Context: an optimization exercise on an open-source flow, tuned for small area. The choices shown serve that exercise and are no tape-out recipe.
The RTL was checked by simulation tests, not by an equivalence proof against the original design.

## ember
// fp_mult
module fp_mult (
    input  var logic        clk,
    input  var logic        rst,
    input  var logic        valid_i,
    input  var logic [31:0] num_a_i,
    input  var logic [31:0] num_b_i,
    output var logic [31:0] num_o,
    output var logic        valid_o
);
logic        sa, sb;
logic [7:0]  ea, eb;
logic [22:0] fa, fb;
logic        pn_a, pn_b, pn;
logic [23:0] n0, n1, n2, n3;
logic [23:0] y0;
logic [7:0]  raw0;
always_comb begin
    {sa, ea, fa} = num_a_i;
    {sb, eb, fb} = num_b_i;
    pn_a = (ea == 8'd0) & eb[7];
    pn_b = (eb == 8'd0) & ea[7];
    pn   = pn_a | pn_b;
    n0   = pn_b ? {1'b0, fb} : {(ea != 8'd0), fa};
    y0   = pn_b ? {1'b1, fa} : {(eb != 8'd0), fb};
    n1   = (pn & ~|n0[23:8])  ? {n0[7:0], 16'd0} : n0;
    n2   = (pn & ~|n1[23:16]) ? {n1[15:0], 8'd0} : n1;
    n3   = (pn & ~|n2[23:20]) ? {n2[19:0], 4'd0} : n2;
    raw0 = ea + eb;
end
logic [23:0] x_q, y_q;
logic [7:0]  raw_q;
logic        hi_q, lo_q, pn_q, sign_q, valid_q;
always_ff @(posedge clk) begin
    x_q    <= n3;
    y_q    <= y0;
    raw_q  <= raw0;
    hi_q   <= ea[7] & eb[7];
    lo_q   <= ~ea[7] & ~eb[7];
    pn_q   <= pn;
    sign_q <= sa ^ sb;
end
always_ff @(posedge clk)
    if (rst) valid_q <= 1'b0;
    else     valid_q <= valid_i;
logic [11:0] s1, s2, s3;
always_comb
    for (int i = 0; i < 12; i++) begin
  ...
Settings: LEC_CHECK=0, CAP_MARGIN=20, CELL_PAD_IN_SITES_DETAIL_PLACEMENT=2, CELL_PAD_IN_SITES_GLOBAL_PLACEMENT=2, CORE_MARGIN=2, CORE_UTILIZATION=40, SLEW_MARGIN=20, SYNTH_HIERARCHICAL=1, BUFFER_PORTS_ARGS=-buffer_cell sky130_fd_sc_hd__buf_1; clock period 8.5 ns.
standard.sh (not shown) runs the stock make flow with config.mk's settings and CLKGATE_MAP_FILE= SYNTH_SCRIPT=/design/flow/synth_recipe.tcl, a recipe that flattens the netlist after the stock synthesis.
==> flow/flow/run.sh <==
#!/bin/bash
# The standard layout (standard.sh: its synthesis and the ORFS steps to
# finish), with one change: the buffers that buffer_ports puts on every input
# and output port are the smallest buffer cell, sky130_fd_sc_hd__buf_1,
# instead of the default choice. The repair steps may still resize them.
set -e
echo 'export BUFFER_PORTS_ARGS = -buffer_cell sky130_fd_sc_hd__buf_1' >> config.mk
bash standard.sh > standard.log 2>&1
ember ran to completion and came out clean on the timing, design-rule and antenna checks.
[inputs] amber vs ember
- BUFFER_PORTS_ARGS: -buffer_cell sky130_fd_sc_hd__buf_1 -> unset
- CTS_BUF_LIST: unset -> sky130_fd_sc_hd__clkbuf_4 sky130_fd_sc_hd__clkbuf_8
==> flow/run.sh (new file) <==
#!/bin/bash
# synth_recipe.tcl (not shown) runs the flow's synth.tcl, then flattens the netlist and writes it again
# the make line also repeats each setting of config.mk as NAME=value (left out here)
make -C /OpenROAD-flow-scripts/flow DESIGN_CONFIG=/design/flow/config.mk WORK_HOME=/design/flow/orfs CLKGATE_MAP_FILE= SYNTH_SCRIPT=/design/flow/synth_recipe.tcl finish
removed: flow/flow/run.sh
removed: flow/standard.sh
### Flow results
No stage failed in amber, and the final checks on the layout all came back clean. | post-layout utilization of the core | lower: ember |. Status: area occupied by registers parity (ember, amber). Relative to ember, fraction of standard cell area that is sequential has gone down in amber. In the metrics for ember and amber, the one carrying the lower number of antenna cells inserted is ember. Of ember and amber, the higher met3 global-route usage belongs to amber. ember has a higher met2 wire length than amber. Cell count after placement essentially unchanged between amber and ember. amber vs ember — finished layout cell area rose 420 sq um.
#### Input delta (tundra over amber)
- CTS_BUF_LIST: sky130_fd_sc_hd__clkbuf_4 sky130_fd_sc_hd__clkbuf_8 -> unset
[summary]
- tundra against amber: routed length on met2 shrank by 0.56%; post-layout worst setup margin increased 84 ps.
- Going from amber to tundra, the register-to-register slack was found to have gone up by 80 ps.
- Per the comparison of tundra with amber, minimum clock period after layout shrank by 84 ps; wire length held; worst slack on hold paths shrank by 8.2 ps; worst path arrival time fell by 130 ps.
- Diff amber -> tundra: final area has increased, fraction of met1 tracks used by global routing has increased.
Input-level comparison between nickel and tundra:
- BUFFER_PORTS_ARGS newly set to -buffer_cell sky130_fd_sc_hd__buf_1
- RECOVER_POWER newly set to 100
==> flow/flow/run.sh (new file) <==
#!/bin/bash
# The standard layout (standard.sh: its synthesis and the ORFS steps to
# finish), with two changes:
# - the buffers that buffer_ports puts on every input and output port are the
#   smallest buffer cell, sky130_fd_sc_hd__buf_1 (repair may still resize them);
# - after global routing, cells on paths with positive slack are downsized
#   (ORFS RECOVER_POWER).
set -e
echo 'export BUFFER_PORTS_ARGS = -buffer_cell sky130_fd_sc_hd__buf_1' >> config.mk
echo 'export RECOVER_POWER = 100' >> config.mk
bash standard.sh > standard.log 2>&1
==> flow/standard.sh (new file) <==
#!/bin/bash
# synth_recipe.tcl (not shown) runs the flow's synth.tcl, then flattens the netlist and writes it again
# the make line also repeats each setting of config.mk as NAME=value (left out here)
make -C /OpenROAD-flow-scripts/flow DESIGN_CONFIG=/design/flow/config.mk WORK_HOME=/design/flow/orfs CLKGATE_MAP_FILE= SYNTH_SCRIPT=/design/flow/synth_recipe.tcl "${@:-finish}"
removed: flow/run.sh
[summary]
The layout from nickel, despite a flow that completed every stage, fails the layout checks, with the failing checks listed as capacitance limit, slew limit.
Looking at top fanout value on the critical path, nickel sits below tundra.
Sort tundra and nickel by max-capacitance violation count desc -> top: nickel
nickel vs. tundra: global-route wire length before repair saw a decrease, average routed wire per standard cell saw a decrease.
Between nickel and tundra, it is nickel whose via count is lower, by 0.81%.
Of tundra and nickel, the run reporting the lower final area was nickel.
| multi-input combinational cell area | tundra vs nickel | ≈ equal |

what the ideal ports hide:
The results above use ideal ports. As a check the final layouts listed here were re-extracted and re-timed, cells and wires unchanged. Step 1 sets driving cells, clkbuf_16 on the clock port and buf_2 on the other inputs (assumed; they add their load-dependent delay and slew). Step 2 times the ports against the registers' clock, not the clock port: input delays grow and output delays shrink by t, the midpoint of the rising clock arrivals with the driver on. a / b / c = no drivers / after step 1 / after step 2; a / b = the first two.
| run | t (ns) | setup slack, ns | slew at the worst register clock pin (ns) |
|---|---|---|---|
| ember | 0.425 | 0.481 / 0.481 / 0.481 | 0.09 / 0.09 |
| amber | 0.466 | 0.399 / 0.399 / 0.399 | 0.12 / 0.12 |
| tundra | 0.425 | 0.482 / 0.482 / 0.482 | 0.08 / 0.08 |
| nickel | 0.423 | 0.464 / 0.464 / 0.464 | 0.09 / 0.09 |
